Source: an optimization exercise on an open RTL-to-GDS flow (aim: small area). Production flows keep margins and buffers that such runs may drop. In this exercise RTL edits were held to simulation tests only and were not proved equivalent to the original. No driver is modelled on the clock port, so clocking that relies on it looks cheaper here than on a real chip. Power figures rest on the tool's default switching activity, not on a simulated workload.

==> flow/design.v <==
module uart_receiver
(
    input            clock,
    input            reset_n,
    input            rx,
    output reg [11:0] sr,
    output           is_r,
    output           byte_ready
);
    reg rx_sync1, rx_sync, prev_rx_sync;
    always @(posedge clock or negedge reset_n)
        if (!reset_n) begin
            rx_sync1     <= 1'b1;
            rx_sync      <= 1'b1;
            prev_rx_sync <= 1'b1;
        end else begin
            rx_sync1     <= rx;
            rx_sync      <= rx_sync1;
            prev_rx_sync <= rx_sync;
        end
    wire start_bit_edge = prev_rx_sync & !rx_sync;
    reg [3:0]  st;
    reg [12:0] cnt;
    reg        hi_r;
wire [12:0] cnt_x  = cnt ^ 13'h1555;
wire [12:0] cnt_nx = {cnt_x[11:0], ~(cnt_x[12]^cnt_x[3]^cnt_x[2]^cnt_x[0])} ^ 13'h1555;
    wire idle  = (st == 4'd0);
    wire done  = (cnt == 13'h37c);
    wire load  = idle & start_bit_edge;
    wire shift = !idle & !byte_ready & done;
    assign byte_ready = (st == 4'd9);
    assign is_r = hi_r & (sr[3:0] == 4'h2);
    always @(posedge clock or negedge reset_n)
        if (!reset_n)
            st <= 4'd0;
        else if (byte_ready)
            st <= 4'd0;
        else if (load | shift)
            st <= st + 4'd1;
    always @(posedge clock) begin
        if (load)
            cnt <= 13'h0;
        else if (done)
            cnt <= 13'h719;
        else
            cnt <= cnt_nx;
        if (shift & (st <= 4'd4))
            sr <= {sr[4], sr[11:9], sr[0], sr[7:5], rx, sr[3:1]};
        if (shift & (st >= 4'd5))
            hi_r <= (hi_r | (st == 4'd5)) & (rx == st[0]);
    end
endmodule
module sonn
(
    input         clock,
    input         reset_n,
    input         rx,
    output [15:0] hword
);
wire [11:0] sr;          
wire        is_r;
wire       byte_ready;
reg  [1:0]  count2;
reg         wload;     
reg  [11:0] hw;
always @(posedge clock)
    if (!reset_n) begin
        count2 <= 2'd0;
        wload  <= 1'b0;
        hw     <= 12'd0;
    end else begin
        wload <= byte_ready & (count2 == 2'd3);
        if (wload)
            hw <= sr;
        if (byte_ready)
            case (count2)
                2'd0: if (is_r) count2 <= 2'd1;
                2'd1: count2 <= 2'd2;
                2'd2: count2 <= 2'd3;
                2'd3: count2 <= 2'd0;
            endcase
    end
assign hword = {4'b0000, hw};
uart_receiver uart(.clock(clock), .reset_n(reset_n), .rx(rx),
                   .sr(sr), .is_r(is_r), .byte_ready(byte_ready));
endmodule
module note(clk, reset_n, noteout);
input clk, reset_n;
output reg noteout;
reg [14:0] cnt;
wire [14:0] cnt_x  = cnt ^ 15'h5555;
wire [14:0] cnt_nx = {cnt_x[13:0], ~(cnt_x[14]^cnt_x[13])} ^ 15'h5555;
always @(posedge clk)
    if (!reset_n) begin
        noteout <= 1'b0;
        cnt     <= 15'h0;
    end else if (cnt == 15'h41aa) begin
        cnt     <= 15'h0;
        noteout <= ~noteout;
    end else
        cnt <= cnt_nx;
endmodule
module buzz(clk, reset_n, en, tim, tone);
input clk, reset_n, en;
input [1:0] tim;
output reg tone;
wire noteout;
note note1(.clk(clk), .reset_n(reset_n), .noteout(noteout));
reg [1:0]  tim_r;
reg [19:0] lo;
reg        lo_z;
reg [5:0]  hi;          
reg        ene;
wire [19:0] lo_x  = lo ^ 20'h55555;
wire [19:0] lo_nx = {lo_x[18:0], ~(lo_x[19]^lo_x[16])} ^ 20'h55555;
wire [5:0] hi_x  = hi ^ 6'h0;
wire [5:0] hi_nx = {hi_x[4:0], ~(hi_x[5]^hi_x[4])} ^ 6'h0;
reg [5:0] hon, hoff;
always @*
    case (tim_r)
        2'd0: begin hon = 6'h1f;  hoff = 6'h3c; end
        2'd1: begin hon = 6'h2f; hoff = 6'h2b; end
        2'd2: begin hon = 6'h21; hoff = 6'h6; end
        default: begin hon = 6'h13; hoff = 6'h28; end
    endcase
wire lo_wrap = (lo == 20'h41653);
wire restart = (lo_z & (hi == hoff)) | (hi == 6'h10);
wire hi_step = lo_wrap | (lo_z & (hi == 6'h28));
wire lo_clr  = restart | lo_wrap;
always @(posedge clk) begin
    tim_r <= tim;
    if (!reset_n) begin
        lo   <= 20'h0;
        lo_z <= 1'b1;
        hi   <= 6'h0;
        ene  <= 1'b0;
    end else begin
        lo_z <= lo_clr;
        lo   <= lo_clr ? 20'h0 : lo_nx;
        hi   <= restart ? 6'h0 : hi_step ? hi_nx : hi;
        if (restart)
            ene <= 1'b0;
        else if (lo_z & (hi == hon))
            ene <= 1'b1;
    end
end
always @(posedge clk)
    tone <= en & noteout & ene;
endmodule
module sonic(clk, trig, reset_n, en, echo, out);
input clk, echo, reset_n, en;
output reg trig;
output [23:0] out;
reg [21:0] cp;
wire [21:0] cp_x  = cp ^ 22'h155555;
wire [21:0] cp_nx = {cp_x[20:0], ~(cp_x[21]^cp_x[20])} ^ 22'h155555;
reg [11:0] r;
reg [9:0]  q;
reg [9:0]  oq;
wire [11:0] r_x  = r ^ 12'h555;
wire [11:0] r_nx = {r_x[10:0], ~(r_x[11]^r_x[5]^r_x[3]^r_x[0])} ^ 12'h555;
wire rwrap = (r == 12'h862);
wire qsat  = q[9] & q[8];
wire wend = (cp == 22'h1afe2e);
always @(posedge clk)
    if (!reset_n) begin
        cp   <= 22'h0;
        trig <= 1'b0;
        r    <= 12'h0;
        q    <= 10'd0;
        oq   <= 10'd0;
    end else if (en) begin
        cp <= wend ? 22'h0 : cp_nx;
        if (cp == 22'h3fffff)
            trig <= 1'b1;
        if (cp == 22'h932ab)
            trig <= 1'b0;
        if (wend) begin
            oq <= q;
            r  <= 12'h0;
            q  <= 10'd0;
        end else if (echo) begin
            r <= rwrap ? 12'h0 : r_nx;
            if ((q == 10'd620) & (r == 12'h4f3))
                q <= 10'h3ff;
            else if (rwrap & !qsat)
                q <= q + 10'd1;
        end
    end
assign out = {12'd0, {2{oq[9] & oq[8]}}, oq};
endmodule
module usonic_top
(
    input         clk,
    input         reset_n,
    input         rx,         
    input         echo,       
    input  [ 3:0] control,    
    output [15:0] hword,      
    output [23:0] usonic,     
    output        trig,       
    output        tone        
);
sonn sonna
(
 .clock   ( clk     ),
 .reset_n ( reset_n ),
 .rx      ( rx      ),
 .hword   ( hword   )
);
buzz buzz
(
 .clk     ( clk          ),
 .reset_n ( reset_n      ),
 .en      ( control[0]   ),
 .tim     ( control[2:1] ),
 .tone    ( tone         )
);
sonic sonica
(
 .clk     ( clk        ),
 .trig    ( trig       ),
 .reset_n ( reset_n    ),
 .en      ( control[3] ),
 .echo    ( echo       ),
 .out     ( usonic     )
);
endmodule
==> flow/config.mk <==
export PLATFORM = sky130hd
export DESIGN_NAME = usonic_top
export DESIGN_NICKNAME = usonic_top
export VERILOG_FILES = /design/flow/design.v
export SDC_FILE = /design/flow/constraint.sdc
export NUM_CORES = 4
export LEC_CHECK = 0
export CAP_MARGIN = 20
export CORE_MARGIN = 2
export CORE_UTILIZATION = 70
export SLEW_MARGIN = 20
==> flow/constraint.sdc <==
create_clock -name core_clock -period 20.0 [get_ports {clk}]
set_input_delay 4.0000 -clock core_clock [delete_from_list [all_inputs] [get_ports {clk}]]
set_output_delay 4.0000 -clock core_clock [all_outputs]
set_load 0.01 [all_outputs]
standard.sh (not shown) runs the stock make flow with config.mk's settings and CLKGATE_MAP_FILE= SYNTH_SCRIPT=/design/flow/synth_recipe.tcl, a recipe that flattens the netlist after the stock synthesis.
==> flow/flow/run.sh <==
#!/bin/bash
# Own layout flow: the standard flow (standard.sh) with
#  - synthesis as standard, but ABC maps the logic with flow/abc_map.script
#    (area-oriented) and no separate half-adder mapping (ADDER_MAP_FILE
#    empty); registers are mapped before ABC, so they are unchanged;
#  - port buffers made of the smallest buffer cell, one tie cell for all
#    constant outputs;
#  - clock tree of clkbuf_4 without dummy loads; flow/post_cts.tcl then swaps
#    the clock buffers whose flip-flops see a slow clock edge for clkbuf_8.
# Each step's output goes to its own log file here.
set -euo pipefail
HERE=$PWD
rm -rf "$HERE/scripts_abc"
cp -r "$FLOW_HOME/scripts" "$HERE/scripts_abc"
cp "$HERE/flow/abc_map.script" "$HERE/scripts_abc/abc_speed.script"
bash standard.sh "SCRIPTS_DIR=$HERE/scripts_abc" "ADDER_MAP_FILE=" synth > "$HERE/log_synth.log" 2>&1
bash standard.sh \
  "BUFFER_PORTS_ARGS=-buffer_cell sky130_fd_sc_hd__buf_1" \
  "SKIP_REPAIR_TIE_FANOUT=1" \
  "CTS_ARGS=-sink_clustering_enable -repair_clock_nets -dont_use_dummy_load -buf_list sky130_fd_sc_hd__clkbuf_4" \
  "POST_CTS_TCL=$HERE/flow/post_cts.tcl" \
  finish > "$HERE/log_layout.log" 2>&1
==> flow/flow/post_cts.tcl <==
# Clock-tree touch-up after CTS: a clock buffer whose flip-flop clock pins
# see a slow edge (estimated from placement) is swapped for the next larger
# clkbuf, then the placement is legalised again.
set clkbuf_up [dict create sky130_fd_sc_hd__clkbuf_2 sky130_fd_sc_hd__clkbuf_4 sky130_fd_sc_hd__clkbuf_4 sky130_fd_sc_hd__clkbuf_8 sky130_fd_sc_hd__clkbuf_8 sky130_fd_sc_hd__clkbuf_16]
set slew_limit 0.110
set swapped 0
for {set pass 0} {$pass < 4} {incr pass} {
  estimate_parasitics -placement
  set todo [dict create]
  foreach p [get_pins */CLK] {
    set s [expr max([get_property $p slew_max_rise], [get_property $p slew_max_fall])]
    if {$s <= $slew_limit} continue
    set net [get_nets -of_objects $p]
    foreach d [get_pins -of_objects $net] {
      if {[get_property $d direction] ne "output"} continue
      set inst [get_cells -of_objects $d]
      dict set todo [get_full_name $inst] [get_property $inst ref_name]
    }
  }
  if {[dict size $todo] == 0} break
  dict for {name ref} $todo {
    if {![dict exists $clkbuf_up $ref]} continue
    replace_cell [get_cells $name] [dict get $clkbuf_up $ref]
    incr swapped
  }
}
puts "post_cts: swapped $swapped clock buffers"
if {$swapped > 0} {
  estimate_parasitics -placement
  detailed_placement
  check_placement -verbose
}
Other scripts of this flow, unchanged in this note and not shown: flow/flow/abc_map.script
Edit:
--- a/flow/flow/post_cts.tcl
+++ b/flow/flow/post_cts.tcl
@@ -3,5 +3,5 @@
 # clkbuf, then the placement is legalised again.
 set clkbuf_up [dict create sky130_fd_sc_hd__clkbuf_2 sky130_fd_sc_hd__clkbuf_4 sky130_fd_sc_hd__clkbuf_4 sky130_fd_sc_hd__clkbuf_8 sky130_fd_sc_hd__clkbuf_8 sky130_fd_sc_hd__clkbuf_16]
-set slew_limit 0.110
+set slew_limit 0.120
 set swapped 0
 for {set pass 0} {$pass < 4} {incr pass} {
Setup slack loses 0.023 ns.
Utilization came out lower by 0.18 points.
Total power came out lower slightly.
First-iteration DRC count came out higher slightly.
Cell count stays the same.
Clock skew came out higher by 0.0043 ns.
Maximum frequency came out lower slightly.
Final area stays flat.
Clock power came out lower by a few percent.

-- re-timing with driven ports --
The results above use ideal ports. As a check the final layouts listed here were re-extracted and re-timed, cells and wires unchanged.
Step 1 assumes that a clkbuf_16 drives the clock port and a buf_2 every other input.
Step 2 also shifts input and output timing later by t, the mid clock arrival at the registers, as if the neighbouring blocks saw the same clock.
Slacks: no drivers / after step 1 / after step 2; pairs: no drivers / after step 1.
run | t, ns | setup WS [ns] | worst setup path at the end | worst register clock-pin slew, ns | worst slew at a driven data input, ns
the first run | 0.532 | 13.682 / 13.693 / 13.161 | input to register | 0.10 / 0.10 | 0.03
the second run | 0.526 | 13.659 / 13.670 / 13.144 | input to register | 0.11 / 0.11 | 0.03
After both steps every run listed still meets setup and hold. The setup slack of the first run, which loses most, moves by +0.011 ns with the drivers and by -0.521 ns with both steps.
